This design comes from an exercise in tuning for small area on the open sky130 flow, not from production work.
At most, simulation tests tie the RTL to the original design; equivalence was not proved.
Function not checked in runs 1 to 5: the RTL went through the layout flow alone.

===== flow/flow/run.sh =====
#!/bin/bash
# Own flow: the standard layout, with a synthesis that skips Yosys's full/half
# adder extraction (extract_fa) and maps with ABC's default area-recovering
# script.  Registers, their names and cell types are those of the standard
# synthesis (same RTL passes, same flop mapping); only the combinational
# mapping differs.
set -euo pipefail
W=$PWD
sed "s#SYNTH_SCRIPT=[^ ]*#SYNTH_SCRIPT=$W/flow/synth.tcl#" standard.sh > own_synth.sh
bash own_synth.sh synth > synth_make.log 2>&1
bash standard.sh > layout_make.log 2>&1

===== flow/flow/synth.tcl =====
# The standard synthesis script (synth_recipe.tcl) with two changes made by
# overriding commands: extract_fa does nothing, and abc maps with Yosys's
# default ABC script (no ORFS speed script, no delay target or drive constraints).
proc synth {args} { yosys synth -nofsm -noshare {*}$args }
proc extract_fa {args} { puts "own flow: extract_fa skipped" }
proc abc {args} {
  foreach k {-script -constr -D} {
    set i [lsearch -exact $args $k]
    if {$i >= 0} { set args [lreplace $args $i [expr {$i + 1}]] }
  }
  puts "own flow: abc $args"
  yosys abc {*}$args
}
source $::env(SCRIPTS_DIR)/synth.tcl
# left out here: clear keep_hierarchy, flatten, clean up, hide names made inside functions, write 1_2_yosys.v

===== flow/standard.sh =====
#!/bin/bash
# synth_recipe.tcl (not shown) runs the flow's synth.tcl, then flattens the netlist and writes it again
# the make line also repeats each setting of config.mk as NAME=value (left out here)
make -C /OpenROAD-flow-scripts/flow DESIGN_CONFIG=/design/flow/config.mk WORK_HOME=/design/flow/orfs CLKGATE_MAP_FILE= SYNTH_SCRIPT=/design/flow/synth_recipe.tcl "${@:-finish}"

===== flow/config.mk =====
export PLATFORM = sky130hd
export DESIGN_NAME = Snake
export DESIGN_NICKNAME = Snake
export VERILOG_FILES = /design/flow/design.v
export SDC_FILE = /design/flow/constraint.sdc
export NUM_CORES = 8
export LEC_CHECK = 0
export CAP_MARGIN = 20
export CORE_MARGIN = 2
export CORE_UTILIZATION = 40
export CTS_BUF_LIST = sky130_fd_sc_hd__clkbuf_4 sky130_fd_sc_hd__clkbuf_8
export CTS_CLUSTER_SIZE = 20
export GPL_TIMING_DRIVEN = 0
export SETUP_SLACK_MARGIN = 0.3
export SLEW_MARGIN = 20

===== flow/constraint.sdc =====
create_clock -name core_clock -period 10.0 [get_ports {CLK_100MHz}]
set_input_delay 2.0000 -clock core_clock [delete_from_list [all_inputs] [get_ports {CLK_100MHz}]]
set_output_delay 2.0000 -clock core_clock [all_outputs]
set_load 0.01 [all_outputs]

===== flow/design.v =====
module Snake (CLK_100MHz,Tick,Reset,Go,dir,gameOver,randX,randY,VBlank,HBlank,
              CurrentX,CurrentY,RED,GREEN,BLUE);
    input CLK_100MHz, Tick, Reset, VBlank, HBlank, Go;
    input [10:0] randX, randY, CurrentX, CurrentY;
    input [1:0] dir;
    output reg gameOver;
    output [3:0] RED, GREEN, BLUE;
    reg        r_q, g_q, b_q;
    assign RED   = {4{r_q}};
    assign GREEN = {4{g_q}};
    assign BLUE  = {4{b_q}};
    reg  [8:0]   hx, hy;            
    reg  [8:0]   ancx [1:2];        
    reg  [8:0]   ancy [1:2];
    reg  [127:1] sa, sb;            
    reg  [6:0]   nvalid;            
    reg  [4:0]   sz;                
    reg  [10:0]  appleX, appleY;
    reg          pause, zflag;
    reg  [1:0]   ldir;
    wire [10:0] cx = CurrentX, cy = CurrentY;
    wire border = (cx <= 20) || (cx >= 780) || (cy <= 20) || (cy >= 580);
    wire apple  = (cx > appleX) && ({1'b0,cx} < {1'b0,appleX} + 12'd20) &&
                  (cy > appleY) && ({1'b0,cy} < {1'b0,appleY} + 12'd20);
    wire box00  = (cx != 0) && (cx < 20) && (cy != 0) && (cy < 20);
    wire [8:0] cqx = cx[10:2], cqy = cy[10:2];
    wire lox = (cx[1:0] == 2'b00), loy = (cy[1:0] == 2'b00);
    wire [4:0] rokx, roky;
    genvar r;
    generate
        for (r = 0; r < 5; r = r + 1) begin : rk
            assign rokx[r] = (r >= 1 || !lox) && (cqx >= r);
            assign roky[r] = (r >= 1 || !loy) && (cqy >= r);
        end
    endgenerate
    wire [8:0] zsx, zcx_, zsy, zcy_;
    Snake_csa5 mx(.c(cqx), .s(zsx), .k(zcx_));
    Snake_csa5 my(.c(cqy), .s(zsy), .k(zcy_));
    wire [2:0] okx, oky;
    wire [6:0] ex [0:2];
    wire [6:0] ey [0:2];
    genvar m, i;
    generate
        for (m = 0; m < 3; m = m + 1) begin : big
            wire [8:0] axm, aym;
            if (m == 0) begin : h
                assign axm = hx;
                assign aym = hy;
            end else begin : a
                assign axm = ancx[m];
                assign aym = ancy[m];
            end
            Snake_axis ax_(.zs(zsx), .zk(zcx_), .za(axm), .rok(rokx), .ok(okx[m]), .e(ex[m]));
            Snake_axis ay_(.zs(zsy), .zk(zcy_), .za(aym), .rok(roky), .ok(oky[m]), .e(ey[m]));
        end
    endgenerate
    wire [6:0] size = {sz, 2'b11};
    wire [6:0] lim = (size < nvalid) ? size : nvalid;
    wire [4:0] ea [0:7];            
    wire [4:0] eb [0:7];
    wire [5:0] offa [0:7];          
    wire [5:0] offb [0:7];
    wire [7:0] sub_any;             
    wire head;
    generate
        for (m = 0; m < 8; m = m + 1) begin : sub
            localparam BIG = m / 3;
            if (m % 3 == 0) begin : o0
                assign offa[m] = 6'd0;
                assign offb[m] = 6'd0;
            end else begin : o1
                assign offa[m] = offa[m-1] + {ea[m-1][4], ea[m-1]};
                assign offb[m] = offb[m-1] + {eb[m-1][4], eb[m-1]};
            end
            wire [8:0] sA = {2'b00, ex[BIG]} + {2'b00, ey[BIG]} + {offa[m][5], offa[m][5], offa[m], 1'b0} - 9'd78;
            wire [8:0] sB = {2'b00, ey[BIG]} - {2'b00, ex[BIG]} + 9'd15 - {offb[m][5], offb[m][5], offb[m], 1'b0};
            wire rin = (sA[8:5] == 4'd0) && (sB[8:5] == 4'd0);
            wire ok = okx[BIG] && oky[BIG] && rin;
            wire pi = sA[0];
            wire [3:0] ta = sA[4:1];
            wire [3:0] tb = sB[4:1];
            wire [3:0] ca [0:15];
            wire [3:0] cb [0:15];
            assign ca[0] = 4'd8;
            assign cb[0] = 4'd7;
            wire [15:0] mt;             
            assign mt[0] = (ta == 4'd8) && (tb == 4'd7) && ((m == 0) ? 1'b1 : (16*m <= lim));
            for (i = 1; i <= 15; i = i + 1) begin : ent
                if (16*m + i <= 127) begin : e
                    assign ca[i] = ca[i-1] - {3'd0, sa[16*m+i]} + ((i % 2 == 0) ? 4'd1 : 4'd0);
                    assign cb[i] = cb[i-1] + {3'd0, sb[16*m+i]} - ((i % 2 == 0) ? 4'd1 : 4'd0);
                    assign mt[i] = (ca[i] == ta) && (cb[i] == tb) && (16*m + i <= lim);
                end else begin : z
                    assign ca[i] = 4'd0;
                    assign cb[i] = 4'd0;
                end
            end
            if (16*m + 16 <= 127) begin : nx
                assign ea[m] = 5'd7 - {1'b0, ca[15]} + {4'd0, sa[16*m+16]};
                assign eb[m] = {1'b0, cb[15]} - 5'd8 + {4'd0, sb[16*m+16]};
            end else begin : nn
                assign ea[m] = 5'd0;
                assign eb[m] = 5'd0;
            end
            wire even_any = (m == 0) ? (|{mt[14], mt[12], mt[10], mt[8], mt[6], mt[4], mt[2]})
                                     : (|{mt[14], mt[12], mt[10], mt[8], mt[6], mt[4], mt[2], mt[0]});
            wire odd_any  = |{mt[15], mt[13], mt[11], mt[9], mt[7], mt[5], mt[3], mt[1]};
            assign sub_any[m] = ok && (pi ? odd_any : even_any);
            if (m == 0) begin : hd
                assign head = ok && !pi && mt[0];
            end
        end
    endgenerate
    wire snake = (|sub_any) | ((size > nvalid) && box00);
    wire restart = Reset || gameOver;
    wire eat = apple && head;
    wire zload = Reset || (Tick && zflag);
    wire [8:0] nhx = hx + ((ldir == 2'd1) ? 9'd1 : (ldir == 2'd3) ? 9'd511 : 9'd0);
    wire [8:0] nhy = hy + ((ldir == 2'd2) ? 9'd1 : (ldir == 2'd0) ? 9'd511 : 9'd0);
    wire na = (ldir == 2'd1) || (ldir == 2'd2);
    wire nb = (ldir == 2'd1) || (ldir == 2'd0);
    always @(posedge CLK_100MHz) begin
        ldir <= dir;
        if (restart) begin
            pause <= 1'b1;
            zflag <= 1'b1;
        end else begin
            if (Go) pause <= 1'b0;
            if (!pause) zflag <= 1'b0;
        end
        if (eat) begin
            appleX <= randX;
            appleY <= randY;
            if (sz != 5'd31) sz <= sz + 5'd1;
        end else if (restart) begin
            appleX <= 11'd400;
            appleY <= 11'd300;
            sz <= 5'd0;
        end
        gameOver <= !Reset && head && (border || snake);
        if (zload) begin
            hx <= 9'd5;       
            hy <= 9'd25;      
            nvalid <= 7'd0;
        end else if (Tick) begin
            hx <= nhx;
            hy <= nhy;
            if (nvalid != 7'd127) nvalid <= nvalid + 7'd1;
        end
        if (Tick) begin
            sa <= {sa[126:1], na};
            sb <= {sb[126:1], nb};
        end
        if (VBlank || HBlank) begin
            r_q <= 1'b0; g_q <= 1'b0; b_q <= 1'b0;
        end else begin
            r_q <= apple && !snake;
            g_q <= (head || snake) && !border;
            b_q <= border;
        end
    end
    generate
        for (m = 1; m < 3; m = m + 1) begin : anc
            wire a_ = sa[48*m], b_ = sb[48*m];
            wire xs = (a_ == b_);
            wire [8:0] ux = ancx[m] + (xs ? (a_ ? 9'd1 : 9'd511) : 9'd0);
            wire [8:0] uy = ancy[m] + (!xs ? (a_ ? 9'd1 : 9'd511) : 9'd0);
            wire v = (nvalid >= 48*m);
            always @(posedge CLK_100MHz)
                if (Tick) begin
                    ancx[m] <= v ? ux : 9'd5;
                    ancy[m] <= v ? uy : 9'd25;
                end
        end
    endgenerate
endmodule
module Snake_csa5(c, s, k);
    input  [8:0] c;
    output [8:0] s, k;
    wire [8:0] p0 = c, p1 = {c[6:0], 2'b0}, p2 = {c[5:0], 3'b0},
               p3 = {c[2:0], 6'b0}, p4 = {c[1:0], 7'b0};
    wire [8:0] s1 = p0 ^ p1 ^ p2;
    wire [8:0] k1 = {((p0 & p1) | (p0 & p2) | (p1 & p2)), 1'b0};
    wire [8:0] s2 = s1 ^ p3 ^ p4;
    wire [8:0] k2 = {((s1 & p3) | (s1 & p4) | (p3 & p4)), 1'b0};
    assign s = s2 ^ k1 ^ k2;
    assign k = {((s2 & k1) | (s2 & k2) | (k1 & k2)), 1'b0};
endmodule
module Snake_axis(zs, zk, za, rok, ok, e);
    input  [8:0] zs, zk, za;
    input  [4:0] rok;
    output ok;
    output [6:0] e;
    wire [8:0] d = zs + zk - za;
    wire s0 = rok[0] && ((d + 9'd47) < 9'd96);
    wire s1 = rok[1] && ((d + 9'd354) < 9'd96);
    wire s2 = rok[2] && ((d + 9'd149) < 9'd96);
    wire s3 = rok[3] && ((d + 9'd456) < 9'd96);
    wire s4 = rok[4] && ((d + 9'd251) < 9'd96);
    assign ok = s0 | s1 | s2 | s3 | s4;
    wire [6:0] k = ({7{s0}} & 7'd47) | ({7{s1}} & 7'd98) | ({7{s2}} & 7'd21) | ({7{s3}} & 7'd72) | ({7{s4}} & 7'd123);
    assign e = d[6:0] + k;
endmodule

==> results of run 1 <==
layout make-up:
type	instances	area, um^2
Fill cell	9790	52100
Multi-Input combinational cell	4562	36100
Sequential cell	350	10200
Timing Repair Buffer	351	3330
Tap cell	1391	1740
Clock buffer	105	1280
Inverter	107	423
Clock inverter	30	328
Buffer	12	90.1
Antenna cell	3	7.51
layer usage:
layer	track usage	vias to the layer above
li1	-	19000
met5	0	-
met4	0.0967	0
met1	0.329	18900
met3	0.0343	296
met2	0.397	1323
path summary, 6_finish.rpt:
check | start | endpoint | cells past startpoint
worst max-delay path | CurrentX[3] | r_q | 27
worst min-delay path | pause | zflag | 2
worst max register to register | sa[2] | r_q | 28
worst min register to register | pause | zflag | 2
cell families after synthesis:
group           after synthesis  synth area share
flops                       350             0.238
mux                          30           0.00727
buf+inv                     119            0.0115
fa+ha+maj                   137            0.0321
simple gates               1752             0.188
compound gates             1118             0.169
xor+xnor                   1517             0.353
Yosys cell counts, types with 8 or more instances:
| cell | instances |
|---|---|
| a2111oi_0 | 54 |
| a211o_1 | 9 |
| a211oi_1 | 51 |
| a21boi_0 | 22 |
| a21o_1 | 39 |
| a21oi_1 | 275 |
| a221o_1 | 8 |
| a221oi_1 | 26 |
| a22oi_1 | 22 |
| a31oi_1 | 35 |
| a41oi_1 | 8 |
| and2_0 | 78 |
| and3_1 | 30 |
| buf_4 | 12 |
| clkinv_1 | 107 |
| dfxtp_1 | 33 |
| edfxtp_1 | 317 |
| maj3_1 | 137 |
| mux2_1 | 8 |
| mux2i_1 | 22 |
| nand2_1 | 577 |
| nand2b_1 | 60 |
| nand3_1 | 102 |
| nand3b_1 | 8 |
| nand4_1 | 45 |
| nor2_1 | 516 |
| nor2b_1 | 53 |
| nor3_1 | 127 |
| nor4_1 | 40 |
| o2111ai_1 | 51 |
| o211ai_1 | 38 |
| o21a_1 | 26 |
| o21ai_0 | 297 |
| o21bai_1 | 13 |
| o221ai_1 | 20 |
| o22ai_1 | 39 |
| o31ai_1 | 17 |
| or2_0 | 42 |
| or3_1 | 38 |
| xnor2_1 | 864 |
| xnor3_1 | 97 |
| xor2_1 | 525 |
| xor3_1 | 31 |
timing repair:
action,in CTS,in global routing
endpoints found under the setup margin,57,45
buffers inserted,134,132
resized for setup,361,219
endpoints found under the hold margin,0,0
hold buffers,0,0
gates cloned,6,5
pin swaps,112,148
placed cells by master (no fill, tap or decap), types with 35 or more instances in the layout:
cell,netlist,routed
o22ai_1,39,38
nor3_1,127,109
or3_1,38,35
o211ai_1,38,38
o2111ai_1,51,51
nand4_1,45,45
a21oi_1,275,263
nand2b_1,60,56
maj3_1,137,80
nand3_1,102,100
xnor2_2,0,66
and2_0,78,65
clkbuf_8,0,79
xor2_1,525,467
xnor2_4,0,69
a211oi_1,51,43
maj3_2,0,56
clkinv_1,107,108
clkdlybuf4s50_1,0,47
a21o_1,39,39
or2_0,42,37
xor2_4,0,36
nor2_1,516,490
buf_4,12,250
nor2b_1,53,42
edfxtp_1,317,317
o21ai_0,297,276
xnor3_1,97,68
xnor2_1,864,730
nand2_1,577,573
a2111oi_0,54,38
flip-flops by register name, summed over array words and instances, names as in the netlist:
name	count
appleX	11
gameOver	1
zflag	1
sa	127
b_q	1
ancy	18
nvalid	7
ancx	18
appleY	11
r_q	1
hx	9
pause	1
ldir	2
sz	5
hy	9
sb	127
g_q	1
critical path, stage by stage:
cell and delay (ns):
buf_16 0.11, xnor3_2 0.45, or3_4 0.42, xnor2_4 0.24, a21oi_4 0.09, maj3_2 0.39, o22a_4 0.24, xnor3_1 0.39
o21a_1 0.16, or2_4 0.29, a2111oi_4 0.57, nor3_4 0.15, xnor2_4 0.34, nand2b_4 0.19, maj3_2 0.45, xnor3_2 0.47
nand2b_1 0.28, maj3_1 0.49, xor3_2 0.52, a311o_1 0.38, a211oi_1 0.25, a221oi_1 0.10, and4_1 0.28, nor4_4 0.42
o21ai_4 0.16, o311a_4 0.26, and3b_1 0.20
stage by stage:
stage	std cells	setup slack (ns)	hold slack, ns
detailed placement	6494	-4.08	0.437
finish	6911	0.297	0.440
floorplan	5023	0.300	0.427
CTS	6769	0.305	0.441
global route	6910	0.208	0.469
global placement	6478	-11.19	0.438
==> impl_metrics.json, run 1 <==
{
  "fp-row-count": 119,
  "final_layout_size_suffix_gt1_frac": 0.166,
  "fin_crit_sh": 0.970,
  "post-route-drc-count": 0,
  "placed_cell_area_um2": 46600,
  "nNetsFinal": 5511,
  "wl_met3_um": 8840,
  "tns_ns": 0,
  "start_util": 0.405,
  "cts.clk_slew.worst_paths_ns": 0.06,
  "status": "no timing/DRC/antenna violations",
  "grt_pass1_vias": 36900,
  "first_pass_iters": 6,
  "routed_wl_um": 140000,
  "wl_met2_um": 64400,
  "clk_latency_ns": 0.74,
  "setup-violations-final": 0,
  "top_layer": "met4",
  "drt_iter0_markers": 3515,
  "utilization": 0.506,
  "yosys.cell_types.count": 73,
  "cts_buffer_depth": 3,
  "final_cell_area_um2": 53500,
  "core_um2": 106000,
  "critPathKind": "in -> reg",
  "globalRouteOverflowTotal": 0,
  "cts_tree": "yes",
  "avgSynthCellArea_um2": 8.50,
  "slew_headroom": 0.127,
  "seq_area_frac_synth": 0.238,
  "cp-end-kind": "flip-flop",
  "num_vias": 39600,
  "h-tree-depth": 3,
  "synth_area_leaders": "edfxtp_1 (22%), xnor2_1 (18%), xor2_1 (11%)",
  "die_w_um": 331,
  "finalHoldViolCount": 0,
  "fin_crit_ns": 9.70,
  "fmax_mhz": 103,
  "hpwl_um": 101000,
  "cts_buffers": 75,
  "die_area_um2": 109000,
  "cts_root_buf": "clkbuf_8",
  "async_flop_share": 0,
  "crit_arrival_ns": 10.34,
  "antenna_found_initial": 2,
  "place_congestion": 0.920,
  "rrSetupSlack_ns": 0.89,
  "portBuffers": 64,
  "netlist_area_um2": 42700,
  "rsz0062_at_grt": "true",
  "viasPerCell": 5.72,
  "yosysWarnings": 5,
  "hp-class": "reg -> reg",
  "final_max_slew_viol_count": 0,
  "grt_pass1_wl_um": 212000,
  "startpoint_type": "input port",
  "groute.usage.overall": 0.245,
  "antenna_left": 0,
  "synth_seq_cells": 350,
  "synth_edf_count": 317,
  "worstPathRequired_ns": 10.64,
  "synthFlopType": "edfxtp_1",
  "grt_max_degree": 96,
  "fin_skew_ns": 0.0551,
  "netlist.area_leader.share": 0.223,
  "layout-area-overhead-vs-synth_pct": 25.2,
  "cap_violations": 0,
  "yosys.area.top_type": "edfxtp_1",
  "cts.sinks": 350,
  "ios": 65,
  "die_h_um": 331,
  "synth_cells": 5023,
  "tightestPinTransition_ns": 1.30,
  "cp_max_fo": 6,
  "wirelength_met1_um": 61100,
  "wl_per_cell_um": 20.3
}
==> run 2: changes to the inputs <==
--- a/flow/config.mk
+++ b/flow/config.mk
@@ -12,4 +12,4 @@
 export CTS_CLUSTER_SIZE = 20
 export GPL_TIMING_DRIVEN = 0
-export SETUP_SLACK_MARGIN = 0.3
+export SETUP_SLACK_MARGIN = 0.15
 export SLEW_MARGIN = 20
==> run 2 against run 1 <==
  * Still clean
  * Non-clock buffer count fell by 39
  * Design area down 1.4%
  * Via count is 0.76% lower
  * Largest cell class unchanged
==> impl_metrics.json, run 2 <==
{
  "startpoint_type": "input port",
  "num_vias": 39300,
  "post-route-drc-count": 0,
  "rsz0062_at_grt": "true",
  "netlist.area_leader.share": 0.223,
  "synthFlopType": "edfxtp_1",
  "top_regs": "sa: 127 flops, sb: 127 flops",
  "synth_seq_cells": 350,
  "cap_violations": 0,
  "fin_crit_sh": 0.978,
  "cts_buffers": 74,
  "post-synth-top-count-cell": "xnor2_1",
  "h-tree-depth": 3,
  "final_cell_area_um2": 52700,
  "antenna_found_initial": 2,
  "ios": 65,
  "fmax_mhz": 102,
  "cp_max_fo": 19,
  "hp-class": "reg -> reg",
  "final_layout_size_suffix_gt1_frac": 0.153,
  "worst_hold_slack_ns": 0.463,
  "viasPerCell": 5.72,
  "synth_compound_area_frac": 0.169,
  "fin_crit_ns": 9.78,
  "slew_headroom": 0.146,
  "yosys.cell_types.count": 73,
  "place_congestion": 0.931,
  "portBuffers": 64,
  "critPathTopFamily": "XOR/XNOR gates",
  "postCtsHoldBufs": 0,
  "crit_top_cell": "buf_4",
  "layout-area-overhead-vs-synth_pct": 23.4,
  "synth_top_family_by_area": "XOR/XNOR gates",
  "layout_commonest_cell": "xnor2_1",
  "critPathKind": "in -> reg",
  "first_pass_iters": 6,
  "drt_iter0_markers": 3387,
  "yosys.area_share.simple": 0.188,
  "synth_fa_ha_area_frac": 0.0321,
  "clk_latency_ns": 0.76,
  "synthMuxAreaShare": 0.00727,
  "routed_wl_um": 138000,
  "hpwl_um": 101000,
  "core_um2": 106000,
  "place_ws_ns": -4.07,
  "slowest_stage": "xnor3_4",
  "netlist_area_um2": 42700,
  "placed_cell_area_um2": 46400,
  "die_area_um2": 109000,
  "worstPathRequired_ns": 10.63,
  "yosysWarnings": 5,
  "cp-end-kind": "flip-flop",
  "cts.clk_slew.worst_paths_ns": 0.06,
  "fp-row-count": 119,
  "crit_arrival_ns": 10.40,
  "tightestPinTransition_ns": 1.28,
  "antenna_left": 0,
  "wl_per_cell_um": 20.1,
  "cp_num_buf_inv": 4,
  "synthTopCellsByCount": "xnor2_1 (864), nand2_1 (577), xor2_1 (525)",
  "synth_xor_area_frac": 0.353,
  "groute.usage.overall": 0.246,
  "async_flop_share": 0,
  "start_util": 0.405,
  "seq_area_frac_synth": 0.238,
  "cts.sinks": 350,
  "synth_cells": 5023,
  "timing.final.ws_setup_ns": 0.224,
  "yosys.area.top_type": "edfxtp_1",
  "die_h_um": 331,
  "grt_pass1_vias": 37200,
  "synth_area_leaders": "edfxtp_1 (22%), xnor2_1 (18%), xor2_1 (11%)",
  "grt_max_degree": 95,
  "avgSynthCellArea_um2": 8.50,
  "mostFrequentLayoutCells": "xnor2_1 (738), nand2_1 (575), nor2_1 (493), xor2_1 (470), edfxtp_1 (317)",
  "fin_skew_ns": 0.0434,
  "synth_edf_count": 317,
  "cts_root_buf": "clkbuf_8",
  "setup-violations-final": 0,
  "finalHoldViolCount": 0,
  "grt_pass1_wl_um": 212000,
  "nNetsFinal": 5469,
  "cts_buffer_depth": 3,
  "status": "no timing/DRC/antenna violations",
  "die_w_um": 331,
  "final_max_slew_viol_count": 0,
  "cts_tree": "yes",
  "globalRouteOverflowTotal": 0,
  "slowest_delay_ns": 0.50
}
==> run 2: kinds of logic (layout without fill, tap and decap cells) <==
family / Yosys count / count (layout)
other: 0 / 3
flip-flops: 350 / 350
AND/OR/NAND/NOR: 1752 / 1752
multiplexers: 30 / 30
adder cells (fa/ha/maj): 137 / 137
AO/OA/AOI/OAI: 1118 / 1119
XOR/XNOR: 1517 / 1522
buffers and inverters: 119 / 564
==> run 2: final timing paths <==
kind | startpoint | end | slack (ns) | depth (start not counted)
worst min-delay path | pause | zflag | 0.46 | 2
worst min register to register | pause | zflag | 0.46 | 2
worst max register to register | sa[1] | gameOver | 0.57 | 29
worst max-delay path | CurrentX[3] | gameOver | 0.22 | 31
==> run 2: worst register-to-register path, delay by kind of cell, from the launching register on <==
kind                     cells  cell delay [ns]
AO/OA/AOI/OAI                4             1.44
XOR/XNOR                    16             4.91
adder cells (fa/ha/maj)      4             1.53
buffers and inverters        1             0.19
flip-flops                   1             0.61
AND/OR/NAND/NOR              4             0.66
==> run 2: layout make-up <==
cell class / count / area, um^2
diodes: 3 / 7.51
plain buffers: 12 / 90.1
clock buffers: 97 / 1250
clock inverters: 36 / 417
fillers: 9890 / 52900
inverters: 107 / 412
multi-input cells: 4560 / 35700
flip-flops and latches: 350 / 10200
well taps: 1391 / 1740
repair buffers: 312 / 2840
==> run 2: repair_timing <==
action                     in CTS  in global routing
buffers inserted              137                 91
gates cloned                    5                  1
setup endpoints to repair      57                 52
gates resized for setup       357                184
pin swaps                      97                121
==> run 2: per-layer routing <==
layer / GRT usage / vias up / share of wire
li1: - / 18900 / -
met5: 0 / - / 0
met4: 0.105 / 0 / 0.043
met2: 0.395 / 1328 / 0.45
met3: 0.0333 / 295 / 0.068
met1: 0.330 / 18700 / 0.44
==> run 2: stage by stage <==
| step | TNS, ns | utilization | std cells |
|---|---|---|---|
| final | 0 | 0.499 | 6868 |
| after global routing | 0 | 0.499 | 6866 |
| after CTS | 0 | 0.484 | 6771 |
| after detailed placement | -156.52 | 0.439 | 6496 |
| after global placement | -1632.83 | 0.434 | 6478 |
| after floorplan | 0 | - | 5023 |
==> run 3: changes to the inputs <==
--- a/flow/config.mk
+++ b/flow/config.mk
@@ -12,4 +12,4 @@
 export CTS_CLUSTER_SIZE = 20
 export GPL_TIMING_DRIVEN = 0
-export SETUP_SLACK_MARGIN = 0.15
+export SETUP_SLACK_MARGIN = 0.08
 export SLEW_MARGIN = 20
==> run 3 against run 2 <==
  * Still clean
  * Clock-buffer cell count up 7
  * Cell count down 0.25%
  * Worst setup slack worse by 0.017 ns
  * Register-to-register slack better by 0.11 ns
  * Utilization down 0.35 points
  * Hold slack worse by 0.016 ns
  * Die area unchanged
  * Maximum frequency down 0.18%
  * Wire length up 1.2%
  * Sequential cell count unchanged
  * Critical path type unchanged
  * Critical endpoint is now r_q
  * Largest cell class unchanged
==> impl_metrics.json, run 3 <==
{
  "status": "no timing/DRC/antenna violations",
  "post-synth-top-count-cell": "xnor2_1",
  "fin_crit_ns": 9.79,
  "layout_commonest_cell": "xnor2_1",
  "grt_max_degree": 100,
  "post-route-drc-count": 0,
  "hpwl_um": 102000,
  "routed_wl_um": 140000,
  "cp_num_buf_inv": 1,
  "final_cell_area_um2": 52300,
  "postCtsHoldBufs": 0,
  "ios": 65,
  "ff_latch_area_um2": 10200,
  "globalRouteOverflowTotal": 0,
  "fmax_mhz": 102,
  "fp-row-count": 119,
  "groute.usage.overall": 0.246,
  "final_max_slew_viol_count": 0,
  "die_area_um2": 109000,
  "yosys.area.top_type": "edfxtp_1",
  "portBuffers": 64,
  "setup-violations-final": 0,
  "num_vias": 39200,
  "synth_cells": 5023,
  "place_ws_ns": -4.14,
  "slowest_delay_ns": 0.58,
  "finalHoldViolCount": 0,
  "final_layout_size_suffix_gt1_frac": 0.147,
  "antenna_left": 0,
  "met1_usage": 0.340,
  "h-tree-depth": 3,
  "startpoint_type": "input port",
  "drt_iter0_markers": 3670,
  "fillers": 9877,
  "place_inst": 6500,
  "synthTopCellsByCount": "xnor2_1 (864), nand2_1 (577), xor2_1 (525)",
  "tightestPinTransition_ns": 1.03,
  "cts_buffer_depth": 3,
  "rrSetupSlack_ns": 0.68,
  "instances_no_fill": 6851,
  "wl_per_cell_um": 20.4,
  "synth_area_leaders": "edfxtp_1 (22%), xnor2_1 (18%), xor2_1 (11%)",
  "clk_latency_ns": 0.72,
  "viasPerCell": 5.73,
  "reg2reg_depth": 29,
  "top_usage_layer": "met2",
  "critPathTopFamily": "adder cells",
  "seq_area_frac_synth": 0.238,
  "mostFrequentLayoutCells": "xnor2_1 (739), nand2_1 (576), nor2_1 (494), xor2_1 (474), edfxtp_1 (317)",
  "start_util": 0.405,
  "timing.final.ws_setup_ns": 0.207,
  "tns_ns": 0,
  "synth_seq_cells": 350,
  "antenna_found_initial": 3,
  "first_pass_iters": 6,
  "worst_hold_slack_ns": 0.447,
  "yosys.cell_types.count": 73,
  "nNetsFinal": 5451,
  "crit_top_cell": "maj3_2",
  "place_congestion": 0.949,
  "cp_max_fo": 22,
  "path_depth": 28,
  "layout-area-overhead-vs-synth_pct": 22.5,
  "cts.clk_slew.worst_paths_ns": 0.06,
  "crit_arrival_ns": 10.46,
  "use_met3": 0.0380,
  "die_h_um": 331,
  "netlist_area_um2": 42700,
  "use_met2": 0.389,
  "cts.sinks": 350,
  "synth_edf_count": 317,
  "die_w_um": 331,
  "min_path_cells": 2,
  "worstPathRequired_ns": 10.67,
  "top_regs": "sa: 127 flops, sb: 127 flops",
  "avgSynthCellArea_um2": 8.50,
  "netlist.area_leader.share": 0.223,
  "slowest_stage": "or4_4",
  "grt_pass1_wl_um": 212000,
  "utilization": 0.496,
  "yosysWarnings": 5,
  "async_flop_share": 0,
  "placed_cell_area_um2": 46400,
  "fin_crit_sh": 0.979,
  "cts_tree": "yes",
  "core_um2": 106000,
  "cts_root_buf": "clkbuf_8",
  "cap_violations": 0,
  "cts_buffers": 74,
  "multi_input_area_um2": 35700,
  "synthFlopType": "edfxtp_1",
  "critPathKind": "in -> reg",
  "slew_headroom": 0.306,
  "fin_skew_ns": 0.0245,
  "grt_pass1_vias": 36700,
  "hp-class": "reg -> reg",
  "cp-end-kind": "flip-flop"
}
run 3: cell counts after synthesis:
Identical to the previous run, type by type.
run 3: worst paths after layout:
check                            startpoint    end
worst max-delay path            CurrentX[2]    r_q
worst min-delay path                  pause  zflag
worst max register to register        sa[2]    r_q
worst min register to register        pause  zflag
run 3: worst min-delay path, stage by stage (launching register included):
cell and delay (ns):
dfxtp_1 0.31, nand2_1 0.05, nand2_1 0.04
run 3: layout make-up:
| class | instances | share of cell area |
|---|---|---|
| multi-input combinational | 4560 | 0.681 |
| sequential | 350 | 0.195 |
| antenna | 3 | 0.000143 |
| timing repair buffer | 294 | 0.0520 |
| inverter | 107 | 0.00801 |
| clock buffer | 104 | 0.0248 |
| clock inverter | 30 | 0.00399 |
| tap | 1391 | 0.0333 |
| buffer | 12 | 0.00172 |
run 3: metal layers:
layer  wire (um)  part of all wire
met5          12          0.000086
met4        4750             0.034
met3        9100             0.065
met2       62600              0.45
met1       63300              0.45
run 3: cell families after synthesis:
kind of cell / Yosys count / synth area share
muxes: 30 / 0.00727
xor gates and xnor gates: 1517 / 0.353
and+or+nand+nor: 1752 / 0.188
DFF: 350 / 0.238
buffers and inverters: 119 / 0.0115
AOI/OAI and AO/OA: 1118 / 0.169
adders and majority gates: 137 / 0.0321
run 3: timing repair:
item	4_1_cts	5_1_grt
pin swaps	98	111
buffers inserted	137	69
endpoints found under the setup margin	57	39
cloned	4	3
resized for setup	350	172
==> run 4: changes to the inputs <==
--- a/flow/flow/synth.tcl
+++ b/flow/flow/synth.tcl
@@ -1,9 +1,9 @@
 # The standard synthesis script (synth_recipe.tcl) with two changes made by
 # overriding commands: extract_fa does nothing, and abc maps with Yosys's
-# default ABC script (no ORFS speed script, no delay target or drive constraints).
+# default ABC script (no ORFS speed script, no delay target).
 proc synth {args} { yosys synth -nofsm -noshare {*}$args }
 proc extract_fa {args} { puts "own flow: extract_fa skipped" }
 proc abc {args} {
-  foreach k {-script -constr -D} {
+  foreach k {-script -D} {
     set i [lsearch -exact $args $k]
     if {$i >= 0} { set args [lreplace $args $i [expr {$i + 1}]] }
--- a/flow/config.mk
+++ b/flow/config.mk
@@ -12,4 +12,4 @@
 export CTS_CLUSTER_SIZE = 20
 export GPL_TIMING_DRIVEN = 0
-export SETUP_SLACK_MARGIN = 0.08
+export SETUP_SLACK_MARGIN = 0.15
 export SLEW_MARGIN = 20
==> run 4 against run 3 <==
  * Hold slack improved by 0.0064 ns
  * Area after synthesis increased by 2.6%
  * Worst setup slack better by 0.0017 ns
  * Sequential share of layout area about the same
  * Utilization is 1.4 points lower
==> impl_metrics.json, run 4 <==
{
  "startpoint_type": "input port",
  "final_max_slew_viol_count": 0,
  "synth_edf_count": 317,
  "timing.final.ws_setup_ns": 0.208,
  "fin_crit_ns": 9.79,
  "layout-area-overhead-vs-synth_pct": 19.4,
  "netlist.area_leader.share": 0.217,
  "setup-violations-final": 0,
  "placed_cell_area_um2": 46300,
  "yosys.area.top_type": "edfxtp_1",
  "post-synth-top-count-cell": "xnor2_1",
  "viasPerCell": 5.70,
  "hp-class": "reg -> reg",
  "tightestPinTransition_ns": 1.26,
  "async_flop_share": 0,
  "grt_pass1_wl_um": 215000,
  "post-route-drc-count": 0,
  "place_congestion": 0.947,
  "num_vias": 39700,
  "fmax_mhz": 102,
  "instances_no_fill": 6952,
  "portBuffers": 55,
  "slowest_stage": "xor3_2",
  "fp-row-count": 121,
  "nNetsFinal": 5529,
  "drt_iter0_markers": 3821,
  "final_cell_area_um2": 52300,
  "status": "no timing/DRC/antenna violations",
  "cap_violations": 0,
  "worstPathRequired_ns": 10.62,
  "ios": 65,
  "die_w_um": 335,
  "globalRouteOverflowTotal": 0,
  "core_um2": 109000,
  "utilization": 0.481,
  "hpwl_um": 108000,
  "avgSynthCellArea_um2": 8.48,
  "top_regs": "sa: 127 flops, sb: 127 flops",
  "routed_wl_um": 142000,
  "fin_skew_ns": 0.0384,
  "wl_per_cell_um": 20.4,
  "cts.sinks": 350,
  "cp_max_fo": 4,
  "groute.usage.overall": 0.243,
  "rsz0062_at_grt": "true",
  "grt_pass1_vias": 37500,
  "cp-end-kind": "flip-flop",
  "synth_cells": 5165,
  "antenna_found_initial": 4,
  "first_pass_iters": 8,
  "critPathKind": "in -> reg",
  "slowest_delay_ns": 0.57,
  "synthTopCellsByCount": "xnor2_1 (837), nand2_1 (577), nor2_1 (513)",
  "cts.clk_slew.worst_paths_ns": 0.05,
  "cts_buffer_depth": 3,
  "grt_max_degree": 84,
  "netlist_area_um2": 43800,
  "slew_headroom": 0.162,
  "fin_crit_sh": 0.979,
  "mostFrequentLayoutCells": "xnor2_1 (740), nand2_1 (573), nor2_1 (499), xor2_1 (477), edfxtp_1 (317)",
  "cts_tree": "yes",
  "synthFlopType": "edfxtp_1",
  "yosysWarnings": 5,
  "antenna_left": 0,
  "clk_latency_ns": 0.74,
  "yosys.cell_types.count": 105,
  "h-tree-depth": 3,
  "start_util": 0.403,
  "seq_area_frac_synth": 0.232,
  "finalHoldViolCount": 0,
  "place_ws_ns": -2.94,
  "layout_commonest_cell": "xnor2_1",
  "crit_arrival_ns": 10.41,
  "worst_hold_slack_ns": 0.453,
  "synth_seq_cells": 350,
  "synth_area_leaders": "edfxtp_1 (22%), xnor2_1 (17%), xor2_1 (10%)",
  "cts_root_buf": "clkbuf_8",
  "place_inst": 6638,
  "final_layout_size_suffix_gt1_frac": 0.158,
  "tns_ns": 0,
  "die_h_um": 335,
  "cts_buffers": 74,
  "crit_top_cell": "maj3_2",
  "die_area_um2": 112000
}
==> run 4: timing repair <==
item / in CTS / in global routing
hold buffers: 0 / 0
endpoints found under the setup margin: 57 / 44
gates resized for setup: 349 / 213
gates cloned: 1 / 0
buffers inserted: 83 / 93
pin swaps: 91 / 116
==> run 4: worst paths after layout <==
kind	start	cells after the start	slack, ns	to
worst max-delay path	CurrentY[2]	29	0.21	gameOver
worst min-delay path	sa[49]	0	0.45	sa[50]
worst max register to register	sb[17]	30	0.68	gameOver
worst min register to register	sa[49]	0	0.45	sa[50]
==> run 4: worst max-delay path: cells and delay by family <==
| kind | cells | cell delay, ns |
|---|---|---|
| AOI/OAI and AO/OA | 7 | 1.51 |
| xor gates and xnor gates | 10 | 3.35 |
| adders and majority gates | 6 | 2.18 |
| buffers and inverters | 3 | 0.50 |
| muxes | 1 | 0.29 |
| and+or+nand+nor | 2 | 0.54 |
==> run 4: cell families (layout without fill, tap and decap cells) <==
| family | after synthesis | in the layout | synth area share |
|---|---|---|---|
| AND/OR/NAND/NOR | 1752 | 1752 | 0.184 |
| XOR/XNOR | 1517 | 1517 | 0.353 |
| AO/OA/AOI/OAI | 1118 | 1119 | 0.166 |
| flip-flops | 350 | 350 | 0.232 |
| buffers and inverters | 261 | 631 | 0.0249 |
| adder cells (fa/ha/maj) | 137 | 137 | 0.0324 |
| multiplexers | 30 | 30 | 0.00708 |
| other | 0 | 2 | 0 |
==> run 4: routing by layer <==
metal	GRT usage	routed length, um	up-vias
met5	0	40	-
met4	0.0890	5490	6
met3	0.0369	9160	301
met2	0.400	65600	1391
met1	0.321	61400	18900
li1	-	-	19000
==> run 4: cell type report <==
class,count,area (um^2)
buffer,153,840
sequential,350,10200
antenna,2,5.00
inverter,107,404
clock buffer,103,1270
timing repair buffer,236,2130
fill,10400,56400
clock inverter,32,313
tap,1414,1770
multi-input combinational,4555,35400
==> run 5: changes to the inputs <==
==> flow/flow/synth.tcl (replaced) <==
# The standard synthesis script (synth_recipe.tcl) with three changes made
# by overriding commands: synth keeps the hierarchy (the design is flattened
# at the end, as in synth_recipe.tcl; only combinational modules are kept, so
# every register keeps its name), extract_fa does nothing, and abc maps each
# module with Yosys's default ABC script (no ORFS speed script, no delay
# target or drive constraints).
proc synth {args} {
  set i [lsearch -exact $args -flatten]
  if {$i >= 0} { set args [lreplace $args $i $i] }
  yosys synth -nofsm -noshare {*}$args
}
proc extract_fa {args} { puts "own flow: extract_fa skipped" }
proc abc {args} {
  foreach k {-script -constr -D} {
    set i [lsearch -exact $args $k]
    if {$i >= 0} { set args [lreplace $args $i [expr {$i + 1}]] }
  }
  puts "own flow: abc $args"
  yosys abc {*}$args
}
source $::env(SCRIPTS_DIR)/synth.tcl
# left out here: clear keep_hierarchy, flatten, clean up, hide names made inside functions, write 1_2_yosys.v
--- a/flow/config.mk
+++ b/flow/config.mk
@@ -12,4 +12,4 @@
 export CTS_CLUSTER_SIZE = 20
 export GPL_TIMING_DRIVEN = 0
-export SETUP_SLACK_MARGIN = 0.15
+export SETUP_SLACK_MARGIN = 0.3
 export SLEW_MARGIN = 20
==> run 5 against run 4 <==
  * Still clean
  * Design area increased by 6.5%
  * Die area rose by 2.9%
  * Via count is 1.4% higher
  * Sequential share of layout area is 1.2 points lower
  * Sequential cell count unchanged
  * Area after synthesis rose by 2.9%
  * Worst setup slack gained 0.029 ns
==> impl_metrics.json, run 5 <==
{
  "status": "no timing/DRC/antenna violations",
  "hp-class": "reg -> reg",
  "r2r_start": "hy[1]",
  "num_vias": 40200,
  "synth_area_leaders": "edfxtp_1 (21%), xnor2_1 (18%), xor2_1 (9.3%)",
  "first_pass_iters": 8,
  "fin_crit_ns": 9.76,
  "synthTopCellsByCount": "xnor2_1 (911), nand2_1 (565), xor2_1 (478)",
  "synth_edf_count": 317,
  "fmax_mhz": 102,
  "die_h_um": 340,
  "top_regs": "sa: 127 flops, sb: 127 flops",
  "synthMuxAreaShare": 0.00694,
  "yosys.area_share.simple": 0.187,
  "nNetsFinal": 5699,
  "r2r-end": "r_q",
  "mostFrequentLayoutCells": "xnor2_1 (804), nand2_1 (548), nor2_1 (426), xor2_1 (413), edfxtp_1 (317)",
  "fin_crit_sh": 0.976,
  "drt_iter0_markers": 2998,
  "globalRouteOverflowTotal": 0,
  "groute.usage.overall": 0.232,
  "start_util": 0.402,
  "final_layout_size_suffix_gt1_frac": 0.167,
  "postCtsHoldBufs": 0,
  "die_area_um2": 115000,
  "slowest_stage": "xnor3_2",
  "crit_path_start": "CurrentY[3]",
  "rsz0062_at_grt": "true",
  "cts_tree": "yes",
  "synth_fa_ha_area_frac": 0.0386,
  "async_flop_share": 0,
  "yosys.cell_types.count": 73,
  "grt_max_degree": 97,
  "synth_compound_area_frac": 0.156,
  "ios": 65,
  "post-route-drc-count": 0,
  "reg2reg_depth": 34,
  "cp_max_fo": 6,
  "min_to": "zflag",
  "seq_area_frac_synth": 0.226,
  "min_path_cells": 2,
  "worstPathRequired_ns": 10.70,
  "timing.final.ws_setup_ns": 0.238,
  "setup-violations-final": 0,
  "antenna_left": 0,
  "cts.clk_slew.worst_paths_ns": 0.06,
  "wl_per_cell_um": 19.4,
  "rrSetupSlack_ns": 1.02,
  "critPathKind": "in -> reg",
  "viasPerCell": 5.58,
  "core_um2": 112000,
  "synth_top_family_by_area": "XOR/XNOR gates",
  "grt_pass1_vias": 37500,
  "post-synth-top-count-cell": "xnor2_1",
  "netlist.area_leader.share": 0.211,
  "cts_buffers": 75,
  "netlist_area_um2": 45100,
  "grt_pass1_wl_um": 214000,
  "cts_root_buf": "clkbuf_8",
  "synthFlopType": "edfxtp_1",
  "die_w_um": 340,
  "antenna_found_initial": 5,
  "yosys.area.top_type": "edfxtp_1",
  "cap_violations": 0,
  "place_congestion": 0.936,
  "final_max_slew_viol_count": 0,
  "synth_seq_cells": 350,
  "cts_buffer_depth": 3,
  "layout_commonest_cell": "xnor2_1",
  "slew_headroom": 0.187,
  "crit_arrival_ns": 10.46,
  "routed_wl_um": 140000,
  "cts.sinks": 350,
  "portBuffers": 64,
  "cp-end-kind": "flip-flop",
  "slowest_delay_ns": 0.57,
  "tightestPinTransition_ns": 1.21,
  "finalHoldViolCount": 0,
  "crit_top_cell": "maj3_2",
  "clk_latency_ns": 0.77,
  "min_from": "pause",
  "startpoint_type": "input port",
  "yosysWarnings": 5,
  "h-tree-depth": 3,
  "synth_xor_area_frac": 0.368,
  "hpwl_um": 104000,
  "synth_cells": 5198,
  "avgSynthCellArea_um2": 8.67,
  "fp-row-count": 123,
  "fin_skew_ns": 0.0563,
  "place_ws_ns": -3.53,
  "layout-area-overhead-vs-synth_pct": 23.5
}
==> run 5: per-layer routing <==
layer / GRT usage / routed length, um
met5: 0 / 44
met4: 0.0866 / 4750
met3: 0.0379 / 8570
met2: 0.372 / 64000
met1: 0.313 / 62800
==> run 5: repair_timing <==
item	in CTS	in global routing
pin swaps	115	151
endpoints found under the setup margin	57	49
gates cloned	2	4
buffers inserted	137	136
gates resized for setup	308	230
==> run 5: cells by family (layout without fill, tap and decap cells) <==
| logic type | after synthesis | in the layout |
|---|---|---|
| AOI/OAI and AO/OA | 1085 | 1085 |
| and+or+nand+nor | 1790 | 1792 |
| xor gates and xnor gates | 1584 | 1585 |
| DFF | 350 | 350 |
| buffers and inverters | 183 | 682 |
| adders and majority gates | 174 | 174 |
| muxes | 30 | 30 |
| other | 2 | 12 |
==> run 5: worst max path at each step <==
stage | slack [ns] | cells after the start | to
floorplan | 0.26 | 35 | sz[0]
global placement | -9.98 | 4 | nvalid[0]
detailed placement | -3.53 | 34 | gameOver
CTS | 0.31 | 41 | r_q
global route | 0.008 | 36 | r_q
finish | 0.24 | 36 | r_q
==> run 5: area by class of cell <==
class	count	area, um^2
Antenna cell	4	10.0
Buffer	24	195
Clock buffer	105	1290
Clock inverter	31	322
Fill cell	10600	56500
Inverter	159	609
Multi-Input combinational cell	4674	37900
Sequential cell	350	10200
Tap cell	1500	1880
Timing Repair Buffer	363	3330
==> run 5: through the flow <==
stage	hold WS, ns	cells	setup TNS [ns]	instance area (um^2)	utilization
2_1_floorplan	0.427	5204	0	46400	-
3_3_place_gp	0.439	6768	-1525.64	48900	0.436
3_5_place_dp	0.438	6790	-106.63	49500	0.441
4_1_cts	0.431	7065	0	53600	0.477
5_1_grt	0.453	7208	0	55700	0.496
6_report	0.435	7210	0	55700	0.496
==> run 5: critical path, delay by kind of cell <==
kind | cells | cell delay, ns
xor+xnor | 7 | 1.67
compound gates | 8 | 1.86
fa+ha+maj | 6 | 2.03
simple gates | 8 | 1.87
buf+inv | 7 | 1.02
==> run 5: modules after synthesis, one instance, submodules excluded <==
module,area [um^2],copies in the design,cells inside
Snake_axis,948,6,139
Snake_csa5,390,2,54
Snake,38600,1,4256
==> run 6: changes to the inputs <==
--- a/flow/design.v
+++ b/flow/design.v
@@ -193,11 +193,14 @@
     output [6:0] e;
     wire [8:0] d = zs + zk - za;
-    wire s0 = rok[0] && ((d + 9'd47) < 9'd96);
-    wire s1 = rok[1] && ((d + 9'd354) < 9'd96);
-    wire s2 = rok[2] && ((d + 9'd149) < 9'd96);
-    wire s3 = rok[3] && ((d + 9'd456) < 9'd96);
-    wire s4 = rok[4] && ((d + 9'd251) < 9'd96);
+    wire ge56 = (d >= 9'd56), ge158 = (d >= 9'd158), ge261 = (d >= 9'd261),
+         ge363 = (d >= 9'd363), ge465 = (d >= 9'd465);
+    wire s3 = rok[3] &&  ge56  && !ge158;
+    wire s1 = rok[1] &&  ge158 && !ge261;
+    wire s4 = rok[4] &&  ge261 && !ge363;
+    wire s2 = rok[2] &&  ge363 && !ge465;
+    wire s0 = rok[0] && (ge465 || !ge56);
     assign ok = s0 | s1 | s2 | s3 | s4;
-    wire [6:0] k = ({7{s0}} & 7'd47) | ({7{s1}} & 7'd98) | ({7{s2}} & 7'd21) | ({7{s3}} & 7'd72) | ({7{s4}} & 7'd123);
+    wire [6:0] k = ({7{s0}} & 7'd47) | ({7{s1}} & 7'd98) | ({7{s2}} & 7'd21) |
+                   ({7{s3}} & 7'd72) | ({7{s4}} & 7'd123);
     assign e = d[6:0] + k;
 endmodule
==> flow/flow/synth.tcl (replaced) <==
# The standard synthesis script (synth_recipe.tcl) with two changes made by
# overriding commands: extract_fa does nothing, and abc maps with Yosys's
# default ABC script (no ORFS speed script, no delay target or drive constraints).
proc synth {args} { yosys synth -nofsm -noshare {*}$args }
proc extract_fa {args} { puts "own flow: extract_fa skipped" }
proc abc {args} {
  foreach k {-script -constr -D} {
    set i [lsearch -exact $args $k]
    if {$i >= 0} { set args [lreplace $args $i [expr {$i + 1}]] }
  }
  puts "own flow: abc $args"
  yosys abc {*}$args
}
source $::env(SCRIPTS_DIR)/synth.tcl
# left out here: clear keep_hierarchy, flatten, clean up, hide names made inside functions, write 1_2_yosys.v
--- a/flow/config.mk
+++ b/flow/config.mk
@@ -12,4 +12,4 @@
 export CTS_CLUSTER_SIZE = 20
 export GPL_TIMING_DRIVEN = 0
-export SETUP_SLACK_MARGIN = 0.3
+export SETUP_SLACK_MARGIN = 0.15
 export SLEW_MARGIN = 20
==> run 6 against run 5 <==
  * Worst setup slack got worse by 0.022 ns
  * Largest cell class unchanged
  * Area after synthesis is 4.5% lower
  * Non-clock buffer count down 105
==> impl_metrics.json, run 6 <==
{
  "async_flop_share": 0,
  "ios": 65,
  "portBuffers": 64,
  "clk_latency_ns": 0.78,
  "netlist.area_leader.share": 0.221,
  "cp_num_buf_inv": 5,
  "wl_per_cell_um": 20.5,
  "routed_wl_um": 139000,
  "cp-end-kind": "flip-flop",
  "cts.clk_slew.worst_paths_ns": 0.06,
  "die_w_um": 332,
  "grt_pass1_wl_um": 212000,
  "post-synth-top-count-cell": "xnor2_1",
  "cp_max_fo": 23,
  "nNetsFinal": 5354,
  "die_h_um": 332,
  "yosys.cell_types.count": 74,
  "finalHoldViolCount": 0,
  "yosysWarnings": 5,
  "crit_arrival_ns": 10.40,
  "tns_ns": 0,
  "grt_max_degree": 96,
  "cap_violations": 0,
  "crit_path_start": "CurrentY[2]",
  "cts.sinks": 350,
  "final_cell_area_um2": 52400,
  "netlist_area_um2": 43100,
  "multi_input_area_um2": 35700,
  "fmax_mhz": 102,
  "r2r_start": "sa[1]",
  "drt_iter0_markers": 3113,
  "groute.usage.overall": 0.241,
  "yosys.area.top_type": "edfxtp_1",
  "h-tree-depth": 3,
  "fin_crit_sh": 0.978,
  "setup-violations-final": 0,
  "startpoint_type": "input port",
  "num_vias": 38900,
  "worstPathRequired_ns": 10.62,
  "layout_commonest_cell": "xnor2_1",
  "fp-row-count": 120,
  "place_congestion": 0.944,
  "top_regs": "sa: 127 flops, sb: 127 flops",
  "tightestPinTransition_ns": 1.18,
  "globalRouteOverflowTotal": 0,
  "hp-class": "reg -> reg",
  "ff_latch_area_um2": 10200,
  "fillers": 10000,
  "fin_skew_ns": 0.0612,
  "cts_buffers": 73,
  "final_max_slew_viol_count": 0,
  "hpwl_um": 101000,
  "synth_edf_count": 317,
  "grt_pass1_vias": 36700,
  "min_from": "pause",
  "fin_crit_ns": 9.78,
  "critPathTopFamily": "adder cells",
  "mostFrequentLayoutCells": "xnor2_1 (737), nand2_1 (493), nor2_1 (491), xor2_1 (464), edfxtp_1 (317)",
  "layout-area-overhead-vs-synth_pct": 21.6,
  "cts_buffer_depth": 3,
  "status": "no timing/DRC/antenna violations",
  "placed_cell_area_um2": 46700,
  "post-route-drc-count": 0,
  "avgSynthCellArea_um2": 8.70,
  "first_pass_iters": 6,
  "seq_area_frac_synth": 0.236,
  "synthTopCellsByCount": "xnor2_1 (847), xor2_1 (517), nor2_1 (516)",
  "slowest_delay_ns": 0.51,
  "antenna_found_initial": 2,
  "critPathKind": "in -> reg",
  "viasPerCell": 5.75,
  "die_area_um2": 110000,
  "synth_seq_cells": 350,
  "slowest_stage": "xor3_2",
  "core_um2": 107000,
  "antenna_left": 0,
  "synthFlopType": "edfxtp_1",
  "start_util": 0.403,
  "crit_top_cell": "maj3_2",
  "slew_headroom": 0.190,
  "final_layout_size_suffix_gt1_frac": 0.139,
  "postCtsHoldBufs": 0,
  "synth_cells": 4949,
  "cts_root_buf": "clkbuf_8",
  "cts_tree": "yes",
  "synth_area_leaders": "edfxtp_1 (22%), xnor2_1 (17%), xor2_1 (11%)"
}
[run 6: cell families (layout without fill, tap and decap cells)]
family          Yosys count  after routing  synth area share
compound gates         1120           1121             0.171
flops                   350            350             0.236
buf+inv                 118            524            0.0113
fa+ha+maj               143            143            0.0332
simple gates           1673           1673             0.180
xor+xnor               1527           1534             0.364
mux                      18             18           0.00424
other cells               0              3                 0
[run 6: path summary, 6_finish.rpt]
kind                   end  slack (ns)  cells after the start
setup reg to reg  gameOver        0.65                     28
hold / removal       zflag        0.44                      2
hold reg to reg      zflag        0.44                      2
setup / recovery  gameOver        0.22                     32
[run 6: what timing repair did]
action,CTS,global route
gates cloned,5,3
endpoints found under the setup margin,57,45
gates resized for setup,318,183
setup buffers,74,104
pin swaps,65,95
[run 6: tightest hold or removal path: cells and delay by family, from the launching register on]
| kind | cells | cell delay [ns] |
|---|---|---|
| simple gates | 2 | 0.09 |
| flops | 1 | 0.31 |
[run 6: area by class of cell]
| cell class | count | area share |
|---|---|---|
| antenna | 3 | 0.000143 |
| buffer | 12 | 0.00172 |
| clock buffer | 100 | 0.0240 |
| clock inverter | 36 | 0.00683 |
| inverter | 106 | 0.00770 |
| multi-input combinational | 4489 | 0.683 |
| sequential | 350 | 0.194 |
| tap | 1403 | 0.0335 |
| timing repair buffer | 270 | 0.0490 |
[run 6: through the flow]
step	std cells	setup slack, ns	hold WS, ns	utilization
6_report	6769	0.216	0.445	0.490
5_1_grt	6767	-0.00553	0.497	0.490
4_1_cts	6658	0.151	0.448	0.473
3_5_place_dp	6443	-3.77	0.439	0.437
3_3_place_gp	6416	-9.65	0.438	0.430
2_1_floorplan	4949	0.143	0.425	-
[run 6: per-layer routing]
metal / share of wire / vias to the layer above / global-route usage
met2: 0.45 / 1286 / 0.390
met5: 0 / - / 0
met3: 0.071 / 298 / 0.0458
met1: 0.43 / 18600 / 0.319
met4: 0.042 / 0 / 0.0924
li1: - / 18700 / -
==> run 7: changes to the inputs <==
--- a/flow/flow/synth.tcl
+++ b/flow/flow/synth.tcl
@@ -1,9 +1,9 @@
 # The standard synthesis script (synth_recipe.tcl) with two changes made by
 # overriding commands: extract_fa does nothing, and abc maps with Yosys's
-# default ABC script (no ORFS speed script, no delay target or drive constraints).
+# default ABC script (no ORFS speed script, no delay target).
 proc synth {args} { yosys synth -nofsm -noshare {*}$args }
 proc extract_fa {args} { puts "own flow: extract_fa skipped" }
 proc abc {args} {
-  foreach k {-script -constr -D} {
+  foreach k {-script -D} {
     set i [lsearch -exact $args $k]
     if {$i >= 0} { set args [lreplace $args $i [expr {$i + 1}]] }
--- a/flow/config.mk
+++ b/flow/config.mk
@@ -10,5 +10,6 @@
 export CORE_UTILIZATION = 40
 export CTS_BUF_LIST = sky130_fd_sc_hd__clkbuf_4 sky130_fd_sc_hd__clkbuf_8
-export CTS_CLUSTER_SIZE = 20
+export CTS_CLUSTER_DIAMETER = 60
+export CTS_CLUSTER_SIZE = 30
 export GPL_TIMING_DRIVEN = 0
 export SETUP_SLACK_MARGIN = 0.15
==> run 7 against run 6 <==
  * First-iteration DRC count grew 1.3%
  * Non-clock buffer count up 79
  * Global-route usage increased by 0.65 points
  * Hold slack improved by 0.0089 ns
  * Die area is 2.4% higher
  * Worst setup slack gained 0.053 ns
  * Clock skew up 0.0049 ns
  * Clock-buffer cell count fell by 40
==> impl_metrics.json, run 7 <==
{
  "status": "no timing/DRC/antenna violations",
  "yosysWarnings": 5,
  "netlist_area_um2": 44100,
  "die_area_um2": 113000,
  "synth_cells": 5101,
  "seq_area_frac_synth": 0.231,
  "layout-area-overhead-vs-synth_pct": 17.2,
  "cp-end-kind": "flip-flop",
  "viasPerCell": 5.72,
  "clk_latency_ns": 0.79,
  "avgSynthCellArea_um2": 8.65,
  "cp_max_fo": 10,
  "grt_max_degree": 93,
  "setup-violations-final": 0,
  "fillers": 10400,
  "hpwl_um": 110000,
  "synthTopCellsByCount": "xnor2_1 (826), nor2_1 (515), xor2_1 (507)",
  "timing.final.ws_setup_ns": 0.268,
  "yosys.cell_types.count": 106,
  "wl_per_cell_um": 21.1,
  "cts.clk_slew.worst_paths_ns": 0.09,
  "hp-class": "reg -> reg",
  "ios": 65,
  "fin_crit_ns": 9.73,
  "fmax_mhz": 103,
  "crit_arrival_ns": 10.46,
  "slowest_delay_ns": 0.51,
  "place_ws_ns": -3.05,
  "synthFlopType": "edfxtp_1",
  "use_met2": 0.401,
  "mostFrequentLayoutCells": "xnor2_1 (747), nor2_1 (503), nand2_1 (495), xor2_1 (465), edfxtp_1 (317)",
  "layout_commonest_cell": "xnor2_1",
  "crit_top_cell": "maj3_2",
  "placed_cell_area_um2": 46800,
  "slew_headroom": 0.165,
  "min_from": "sb[65]",
  "antenna_found_initial": 5,
  "grt_pass1_wl_um": 220000,
  "start_util": 0.404,
  "async_flop_share": 0,
  "routed_wl_um": 145000,
  "cts_tree": "yes",
  "netlist.area_leader.share": 0.216,
  "synth_seq_cells": 350,
  "cts_buffer_depth": 3,
  "synth_edf_count": 317,
  "grt_pass1_vias": 37500,
  "r2r_start": "sb[2]",
  "crit_path_start": "CurrentY[5]",
  "place_congestion": 0.970,
  "startpoint_type": "input port",
  "post-route-drc-count": 0,
  "die_w_um": 336,
  "rsz0062_at_grt": "false",
  "fin_skew_ns": 0.0661,
  "antenna_left": 0,
  "final_cell_area_um2": 51700,
  "globalRouteOverflowTotal": 0,
  "tightestPinTransition_ns": 1.25,
  "groute.usage.overall": 0.248,
  "slowest_stage": "xnor3_2",
  "yosys.area.top_type": "edfxtp_1",
  "met1_usage": 0.327,
  "critPathKind": "in -> reg",
  "core_um2": 109000,
  "final_max_slew_viol_count": 0,
  "die_h_um": 336,
  "cap_violations": 0,
  "rrSetupSlack_ns": 0.76,
  "finalHoldViolCount": 0,
  "cts.sinks": 350,
  "top_regs": "sa: 127 flops, sb: 127 flops",
  "fp-row-count": 121,
  "worstPathRequired_ns": 10.73,
  "drt_iter0_markers": 3155,
  "use_met3": 0.0454,
  "final_layout_size_suffix_gt1_frac": 0.135,
  "cts_root_buf": "clkbuf_8",
  "first_pass_iters": 7,
  "fin_crit_sh": 0.973,
  "worst_hold_slack_ns": 0.453,
  "synth_area_leaders": "edfxtp_1 (22%), xnor2_1 (16%), xor2_1 (10%)",
  "tns_ns": 0,
  "top_usage_layer": "met2",
  "post-synth-top-count-cell": "xnor2_1",
  "cts_buffers": 53,
  "num_vias": 39300,
  "portBuffers": 58,
  "nNetsFinal": 5406,
  "h-tree-depth": 2
}
run 7: cell types whose count changed after synthesis, sizes merged:
cell    previous run  this run
buf               12        47
clkbuf             0       117
clkinv           106         0
inv                0       106
run 7: worst max-delay path, delay by kind of cell:
kind	cells	cell delay [ns]
adder cells (fa/ha/maj)	8	2.80
XOR/XNOR	7	2.21
AND/OR/NAND/NOR	3	0.71
buffers and inverters	7	1.15
AO/OA/AOI/OAI	7	1.34
multiplexers	1	0.19
run 7: worst paths after layout:
check	endpoint	depth (start not counted)
max	gameOver	33
min	sb[66]	0
max reg2reg	gameOver	29
min reg2reg	sb[66]	0
run 7: per-layer routing:
| layer | routed length [um] | vias to the layer above |
|---|---|---|
| li1 | - | 18700 |
| met1 | 63100 | 19000 |
| met2 | 66000 | 1338 |
| met3 | 10100 | 278 |
| met4 | 5540 | 4 |
| met5 | 141 | - |
run 7: repair_timing:
item / 4_1_cts / 5_1_grt
setup buffers: 61 / 72
hold buffers: 0 / 0
gates resized for setup: 322 / 169
cloned: 1 / 0
pin swaps: 80 / 87
setup endpoints to repair: 57 / 51
run 7: final cells by class:
class	count	area [um^2]	area share
antenna	4	10.0	0.000194
buffer	162	858	0.0166
clock buffer	60	795	0.0154
clock inverter	39	509	0.00985
inverter	106	398	0.00769
multi-input combinational	4482	35200	0.681
sequential	350	10200	0.197
tap	1476	1850	0.0357
timing repair buffer	199	1870	0.0362
run 7: cell families after synthesis:
family | after synthesis | synth area share
AOI/OAI and AO/OA | 1120 | 0.168
buffers and inverters | 270 | 0.0253
xor gates and xnor gates | 1527 | 0.361
DFF | 350 | 0.231
muxes | 18 | 0.00414
adders and majority gates | 143 | 0.0330
and+or+nand+nor | 1673 | 0.177
run 7: stage by stage:
stage                     instances  utilization
after global placement         6635        0.427
after CTS                      6802        0.462
after global routing           6875        0.474
after floorplan                5101            -
final                          6878        0.474
after detailed placement       6642        0.429

[static timing again, ports no longer ideal]
No port has a modelled driver above. Below, the same layouts with a new extraction and two added sets of constraints.
Step 1: set_driving_cell puts a clkbuf_16 on CLK_100MHz and a buf_2 on each other input, an assumption about the parent block.
Step 2 moves the port delays by t, midway between the first and last clock arrival at a register: inputs arrive t later, outputs are due t later. That takes back most of the time a late clock gives input paths.
Slacks: ideal ports / drivers / drivers and shift; pairs: ideal ports / drivers.
run | t, ns | setup WS [ns] | worst data-port slew with drivers (ns) | pins driven straight from the clock port
run 1 | 0.802 | 0.297 / 0.200 / -0.603 | 0.20 | 1
run 2 | 0.800 | 0.224 / 0.228 / -0.573 | 0.08 | 1
run 3 | 0.788 | 0.207 / 0.121 / -0.667 | 0.20 | 1
run 4 | 0.784 | 0.208 / 0.243 / -0.541 | 0.07 | 1
run 5 | 0.818 | 0.238 / 0.161 / -0.657 | 0.16 | 1
run 6 | 0.810 | 0.216 / 0.215 / -0.596 | 0.07 | 1
run 7 | 0.829 | 0.268 / 0.307 / -0.521 | 0.06 | 1
Met with ideal ports but missed after step 2: setup timing in every run listed. The setup slack of run 1, which loses most, moves by -0.097 ns with the drivers and by -0.900 ns with both steps.
